What follows belongs to an exercise in optimizing a design on an open flow for small area and a short achievable clock period; a production flow would make more cautious choices.
Function was checked by simulation only, so behaviour that the tests miss may differ from the original.
No activity file was given, so power comes from the tool's default toggle rates.

## flow/design.v

```verilog
module output_timing#(
  parameter HFP_WIDTH=8,
  parameter HSW_WIDTH=4,
  parameter HBP_WIDTH=8,
  parameter HACTIVE_WIDTH=16,
  parameter DATA_WIDTH=8,
  parameter VFP_WIDTH=8,
  parameter VSW_WIDTH=4,
  parameter VBP_WIDTH=8,
  parameter VACTIVE_WIDTH=16
)(
  input                       clk,
  input                       rst_n,
  input                       sync_en,
  input                       hpol_i,
  input [HFP_WIDTH-1:0]       hfp_i,
  input [HSW_WIDTH-1:0]       hsw_i,
  input [HBP_WIDTH-1:0]       hbp_i,
  input [HACTIVE_WIDTH-1:0]   hactive_i,
  input [VFP_WIDTH-1:0]       vfp_i,
  input [VSW_WIDTH-1:0]       vsw_i,
  input [VBP_WIDTH-1:0]       vbp_i,
  input [VACTIVE_WIDTH-1:0]   vactive_i,
  input [DATA_WIDTH-1:0]      datar_i,
  input [DATA_WIDTH-1:0]      datag_i,
  input [DATA_WIDTH-1:0]      datab_i,
  output [DATA_WIDTH-1:0]     datar_o,
  output [DATA_WIDTH-1:0]     datag_o,
  output [DATA_WIDTH-1:0]     datab_o,
  output                      hsync_o,
  output                      vsync_o,
  output                      de_o
);
reg  [HACTIVE_WIDTH:0]  h_cnt_r;
reg                     hsync_r;
reg                     de_r;
wire [HACTIVE_WIDTH:0]  h_cnt_nxt_c;
wire [HACTIVE_WIDTH:0]  htt_c;
wire [HFP_WIDTH:0]      hsw_end_c;
wire [HFP_WIDTH:0]      hbp_end_c;
wire [HFP_WIDTH:0]      hfp_end_c;
assign hfp_end_c =  hfp_i;
assign hsw_end_c = hfp_end_c + hsw_i;
assign hbp_end_c = hsw_end_c + hbp_i;
assign htt_c =  hbp_end_c + hactive_i ;
assign h_cnt_nxt_c = (sync_en)?(h_cnt_r+1'b1):1'b0;
always @(posedge clk)begin
  if(!rst_n)
      h_cnt_r <= {(HACTIVE_WIDTH+1){1'b0}}+1'b1;
  else
      h_cnt_r <= (h_cnt_r<htt_c)?h_cnt_nxt_c:{{(HACTIVE_WIDTH){1'b0}},1'b1};
end
always @(posedge clk)begin
  if(!rst_n)
    hsync_r <= 1'b0;
  else if(sync_en & h_cnt_r < hfp_end_c)
    hsync_r <=1'b0;
  else if(sync_en & h_cnt_r < hsw_end_c)
    hsync_r <= 1'b1;
  else
    hsync_r <= 1'b0;
end
always @(posedge clk)begin
  if(!rst_n)
    de_r <= 1'b0;
  else if(sync_en & h_cnt_r < hbp_end_c )
    de_r <= 1'b0;
  else if(sync_en & h_cnt_r < htt_c)
    de_r <= 1'b1;
  else
    de_r <= 1'b0;
end
assign hsync_o = hsync_r;
assign de_o=de_r;
reg  [VACTIVE_WIDTH:0]  v_cnt_r;
wire [VACTIVE_WIDTH:0]  v_cnt_nxt_c;
wire [VACTIVE_WIDTH:0]  v_cnt_c;
reg                     vsync_r;
wire                    h_end_c;
wire [VACTIVE_WIDTH:0]  vtt_c;
wire [VFP_WIDTH:0]      vsw_end_c;
wire [VFP_WIDTH:0]      vbp_end_c;
wire [VFP_WIDTH:0]      vfp_end_c;
assign h_end_c =( h_cnt_r == htt_c -1'b1) ? 1'b1:1'b0;
assign v_cnt_nxt_c =(h_end_c)?(v_cnt_r+1'b1):v_cnt_r;
assign v_cnt_c = (v_cnt_r < vtt_c)?v_cnt_nxt_c:{{(VACTIVE_WIDTH){1'b0}},{1'b1}};
assign vfp_end_c = vfp_i;
assign vsw_end_c = vfp_end_c + vsw_i;
assign vbp_end_c = vsw_end_c + vbp_i;
assign vtt_c =  vbp_end_c + vactive_i ;
always @ (posedge clk) begin
  if(!rst_n) begin
    v_cnt_r <= {{(VACTIVE_WIDTH){1'b0}},{1'b1}};
    end
  else
      v_cnt_r <= v_cnt_c;
  end
always @(posedge clk) begin
  if(!rst_n)
    vsync_r <= 1'b0;
  else if(v_cnt_r < vfp_end_c+1'b1)
    vsync_r <= 1'b0;
  else if(v_cnt_r < vsw_end_c+1'b1)
    vsync_r <= 1'b1;
  else if(v_cnt_r < vbp_end_c+1'b1)
    vsync_r <= 1'b0;
  else if(v_cnt_r < vtt_c+1'b1)
    vsync_r <= 1'b1;
  else
    vsync_r <= 1'b0;
end
assign vsync_o=vsync_r;
reg[DATA_WIDTH-1:0] datar_r;
reg[DATA_WIDTH-1:0] datag_r;
reg[DATA_WIDTH-1:0] datab_r;
assign datar_o=datar_r;
assign datag_o=datag_r;
assign datab_o=datab_r;
always @ (posedge clk) begin
  if(!rst_n) begin 
    datar_r <={ DATA_WIDTH{1'b0}};
    datag_r <={ DATA_WIDTH{1'b0}};
    datab_r <={ DATA_WIDTH{1'b0}};
    end
  else begin
    datar_r <= datar_i;
    datag_r <= datag_i;
    datab_r <= datab_i;
    end
end
endmodule
```

## flow/run.sh

```bash
#!/bin/bash
# synth_recipe.tcl (not shown) runs the flow's synth.tcl, then flattens the netlist and writes it again
# the make line also repeats each setting of config.mk as NAME=value (left out here)
make -C /OpenROAD-flow-scripts/flow DESIGN_CONFIG=/design/flow/config.mk WORK_HOME=/design/flow/orfs CLKGATE_MAP_FILE= SYNTH_SCRIPT=/design/flow/synth_recipe.tcl finish
```

## flow/config.mk

```make
export PLATFORM = sky130hd
export DESIGN_NAME = output_timing
export DESIGN_NICKNAME = output_timing
export VERILOG_FILES = /design/flow/design.v
export SDC_FILE = /design/flow/constraint.sdc
export NUM_CORES = 4
export LEC_CHECK = 0
export CAP_MARGIN = 20
export CORE_MARGIN = 2
export CORE_UTILIZATION = 40
export SLEW_MARGIN = 20
```

## flow/constraint.sdc

```tcl
create_clock -name core_clock -period 8.0 [get_ports {clk}]
set_input_delay 1.6000 -clock core_clock [delete_from_list [all_inputs] [get_ports {clk}]]
set_output_delay 1.6000 -clock core_clock [all_outputs]
set_load 0.01 [all_outputs]
```

==> impl_metrics.env <==
export IMPL_synth_to_layout_area_growth_pct=26.21
export IMPL_finish_cell_count_without_fillers=1412
export IMPL_synthXorXnorAreaFrac_pct=14.01
export IMPL_synth_most_common_cell="sky130_fd_sc_hd__ha_1"
export IMPL_final_core_utilization_pct=51.13
export IMPL_p_leak_nw=4.784
export IMPL_pin_count=127
export IMPL_final_area_mm2=0.01028
export IMPL_worst_path_dominant_cell_family="simple AND/OR/NAND/NOR gates"
export IMPL_synth_top_cells_by_area="sky130_fd_sc_hd__ha_1, sky130_fd_sc_hd__dfxtp_1, sky130_fd_sc_hd__xnor2_1"
export IMPL_final_period_utilization_pct=94.22
export IMPL_synth_net_count=1241
export IMPL_max_stage_delay_ns=0.60
export IMPL_clk_latency_ns=0.33
export IMPL_synth_top_family_by_area="adder cells"
export IMPL_track_usage_pct=17.90
export IMPL_port_buffers=125
export IMPL_drt_vias_per_instance=5.118
export IMPL_drt_initial_drc_count=204
export IMPL_muxShareOfSynthArea_pct=0.1229
export IMPL_timing_max_slew_rel_slack_pct=51.80
export IMPL_core_mm2=0.02010
export IMPL_synth_enable_flop_cells=0
export IMPL_number_of_distinct_standard_cells_referenced_by_the_synthesized_netlist=77
export IMPL_netlist_top_cells_count="sky130_fd_sc_hd__ha_1, sky130_fd_sc_hd__xnor2_1, sky130_fd_sc_hd__inv_1"
export IMPL_row_cnt=52
export IMPL_grt_pass1_vias=6882
export IMPL_synth_cells=987
export IMPL_synth_compound_area_share_pct=19.97
export IMPL_max_cap_violations=0
export IMPL_routedWlPerCell_um=13.45
export IMPL_syn_area_mm2=0.008144
export IMPL_postCtsHoldBufs=0
export IMPL_setup_viol_count_final=0
export IMPL_timing_critical_path_mode_cell="sky130_fd_sc_hd__ha_1"
export IMPL_placed_cell_area_mm2=0.009925
export IMPL_cts_root_buf="sky130_fd_sc_hd__clkbuf_16"
export IMPL_number_of_max_slew_violations_in_the_final_report=0
export IMPL_min_path_type="reg -> reg"
export IMPL_worstMarginPinSlew_ns=0.7207
export IMPL_cts_buffers_inserted=9
export IMPL_finClkSkew_ns=0.009814
export IMPL_vdd_drop_max_mv=0.08631
export IMPL_ys_async_sr_fraction_pct=0
export IMPL_worstSetupEndpointType="flop"
export IMPL_cp_buffers_inverters=3
export IMPL_worst_endpoint_arrival_ns=7.82
export IMPL_grt_max_degree=29
export IMPL_worst_ep_required_time_ns=8.28
export IMPL_cts_clk_slew_worst_paths_ns=0.06
export IMPL_whs_ns=0.6104
export IMPL_post_route_min_period_ns=7.538
export IMPL_fraction_of_final_layout_cells_with_drive_strength_greater_than_1_pct=8.494
export IMPL_die_height_um=146.7
export IMPL_clk_path_buf_depth=2
export IMPL_routabilityCongestion=0.8156
export IMPL_routed_wirelength_mm=19.00
export IMPL_post_synth_fa_ha_maj_area_fraction_pct=24.21
export IMPL_critical_path_peak_fanout=4
export IMPL_setup_worst_path_start_class="input pin"
export IMPL_rsz0062_at_grt="false"
export IMPL_synth_largest_area_cell="sky130_fd_sc_hd__ha_1"
export IMPL_router_iterations_before_antenna_repair=4
export IMPL_cts_sinks=61
export IMPL_yosys_register_bits=61
export IMPL_post_synth_top_area_fraction_pct=22.74
export IMPL_tritoncts_clock_tree="yes"
export IMPL_synthesis_area_per_instance_um2=8.251
export IMPL_drc=0
export IMPL_grt_first_pass_wirelength_mm=32.46
export IMPL_main_flop_type_after_synthesis="sky130_fd_sc_hd__dfxtp_1"
export IMPL_place_inst=1396
export IMPL_route_vias_total=7226
export IMPL_crit_type="in -> reg"
export IMPL_initial_core_util_pct=40.51
export IMPL_status="finished clean"
export IMPL_yosys_area_share_simple_pct=21.26
export IMPL_antenna_found_initial=0
export IMPL_antenna_diode_count=0
export IMPL_crit_slowest_cell="sky130_fd_sc_hd__or4_1"
export IMPL_finish_net_count=1391
export IMPL_power_density_mw_per_mm2=183.1
export IMPL_timing_fmax_mhz=132.7
export IMPL_drtAntennaViolNets=0
export IMPL_total_overflow_reported_by_the_global_router=0
export IMPL_synth_warnings=1
export IMPL_timing_hold_violations_final=0
export IMPL_fp_dieArea_mm2=0.02152
export IMPL_synth_sequential_area_ratio_pct=14.99
export IMPL_dp_hpwl_mm=15.79
export IMPL_die_x_um=146.7
export IMPL_cts_htree_levels=3
[per-stage QoR]
step | total power, W | TNS (ns) | setup WS, ns
global placement | 0.001443 | 0 | 0.08242
detailed placement | 0.001455 | -0.008805 | -0.008805
finish | 0.001882 | 0 | 0.4622
floorplan | 0.001137 | 0 | 0.9567
CTS | 0.001896 | 0 | 0.3326
global route | 0.002055 | 0 | 0.01937
[area by class of cell]
| type | instances | area, um^2 |
|---|---|---|
| tap | 270 | 337.8 |
| timing repair buffer | 168 | 1587 |
| multi-input combinational | 820 | 6504 |
| sequential | 61 | 1221 |
| fill | 1939 | 9826 |
| inverter | 77 | 294.0 |
| clock inverter | 5 | 82.58 |
| clock buffer | 11 | 252.7 |
[registers in the layout (all words and copies together), names as in the netlist]
name and flops:
de_r 1, vsync_r 1, datar_r 8, datag_r 8, h_cnt_r 17, v_cnt_r 17
datab_r 8, hsync_r 1
[cells in the final DEF (no fill, tap or decap), types with 18 or more instances in the layout]
master / n
sky130_fd_sc_hd__xor2_1: 37
sky130_fd_sc_hd__nor2_1: 51
sky130_fd_sc_hd__nand2b_1: 19
sky130_fd_sc_hd__and2_1: 27
sky130_fd_sc_hd__clkdlybuf4s50_1: 125
sky130_fd_sc_hd__o21ai_0: 32
sky130_fd_sc_hd__dfxtp_1: 61
sky130_fd_sc_hd__ha_1: 148
sky130_fd_sc_hd__xnor2_1: 80
sky130_fd_sc_hd__nand3_1: 37
sky130_fd_sc_hd__o21a_1: 26
sky130_fd_sc_hd__and3_1: 30
sky130_fd_sc_hd__a21oi_1: 56
sky130_fd_sc_hd__inv_1: 76
sky130_fd_sc_hd__nor2b_1: 18
sky130_fd_sc_hd__a21o_1: 33
sky130_fd_sc_hd__buf_4: 42
sky130_fd_sc_hd__nand2_1: 50
[logic make-up after synthesis]
group           count (synthesis)
compound gates                226
simple gates                  315
flops                          61
fa+ha+maj                     154
xor+xnor                      123
mux                             1
other cells                     1
buf+inv                       106
[report_power, final]
group / switching, W / total [W] / leakage [nW] / internal [W]
clock network: 0.000144 / 0.000434 / 0.166 / 0.000290
logic: 0.000578 / 0.00113 / 4.12 / 0.000552
registers: 0.00000587 / 0.000318 / 0.499 / 0.000312
[tightest hold or removal path: cells and delay by family (launching register included)]
| kind | cells | cell delay (ns) |
|---|---|---|
| flip-flops | 1 | 0.35 |
| AND/OR/NAND/NOR | 1 | 0.04 |
| AO/OA/AOI/OAI | 1 | 0.10 |
| buffers and inverters | 1 | 0.09 |
[path summary, 6_finish.rpt]
path                                  start  cells after the start     endpoint  slack, ns
worst min-delay path            v_cnt_r[16]                      3  v_cnt_r[16]       0.61
worst max-delay path               vfp_i[0]                     27      vsync_r       0.46
worst max register to register   v_cnt_r[1]                     13      vsync_r       4.97
worst min register to register  v_cnt_r[16]                      3  v_cnt_r[16]       0.61
[metal layers]
metal  part of all wire (%)  vias up  track usage [%]
met5                      0        -                0
met4                   0.71        0            3.689
met3                    2.8       12            1.770
met2                     46       97            30.14
met1                     50     3285            24.95
li1                       -     3832                -
[timing repair]
item / in CTS / in global routing
gates resized for setup: 0 / 4
setup buffers: 0 / 0
setup endpoints to repair: 0 / 1

[separate check: timing with driven ports]
How much do the figures lean on ideal ports? The routed layout below was timed once more, with nothing changed but the port constraints. Step 1, drivers: a clkbuf_16 drives clk and a buf_2 each remaining input, both assumed. Step 2 moves the port delays by t, midway between the first and last clock arrival at a register: inputs arrive t later, outputs are due t later. That takes back most of the time a late clock gives input paths. Three values: ideal ports, drivers, drivers and shift; two values: the first two.
t, ns: 0.361
slack for setup (ns): 0.462 / 0.474 / 0.112
pins driven straight from the clock port: 1
After both steps setup and hold are still met in this run. The setup slack of this run moves by +0.012 ns with the drivers and by -0.350 ns with both steps.
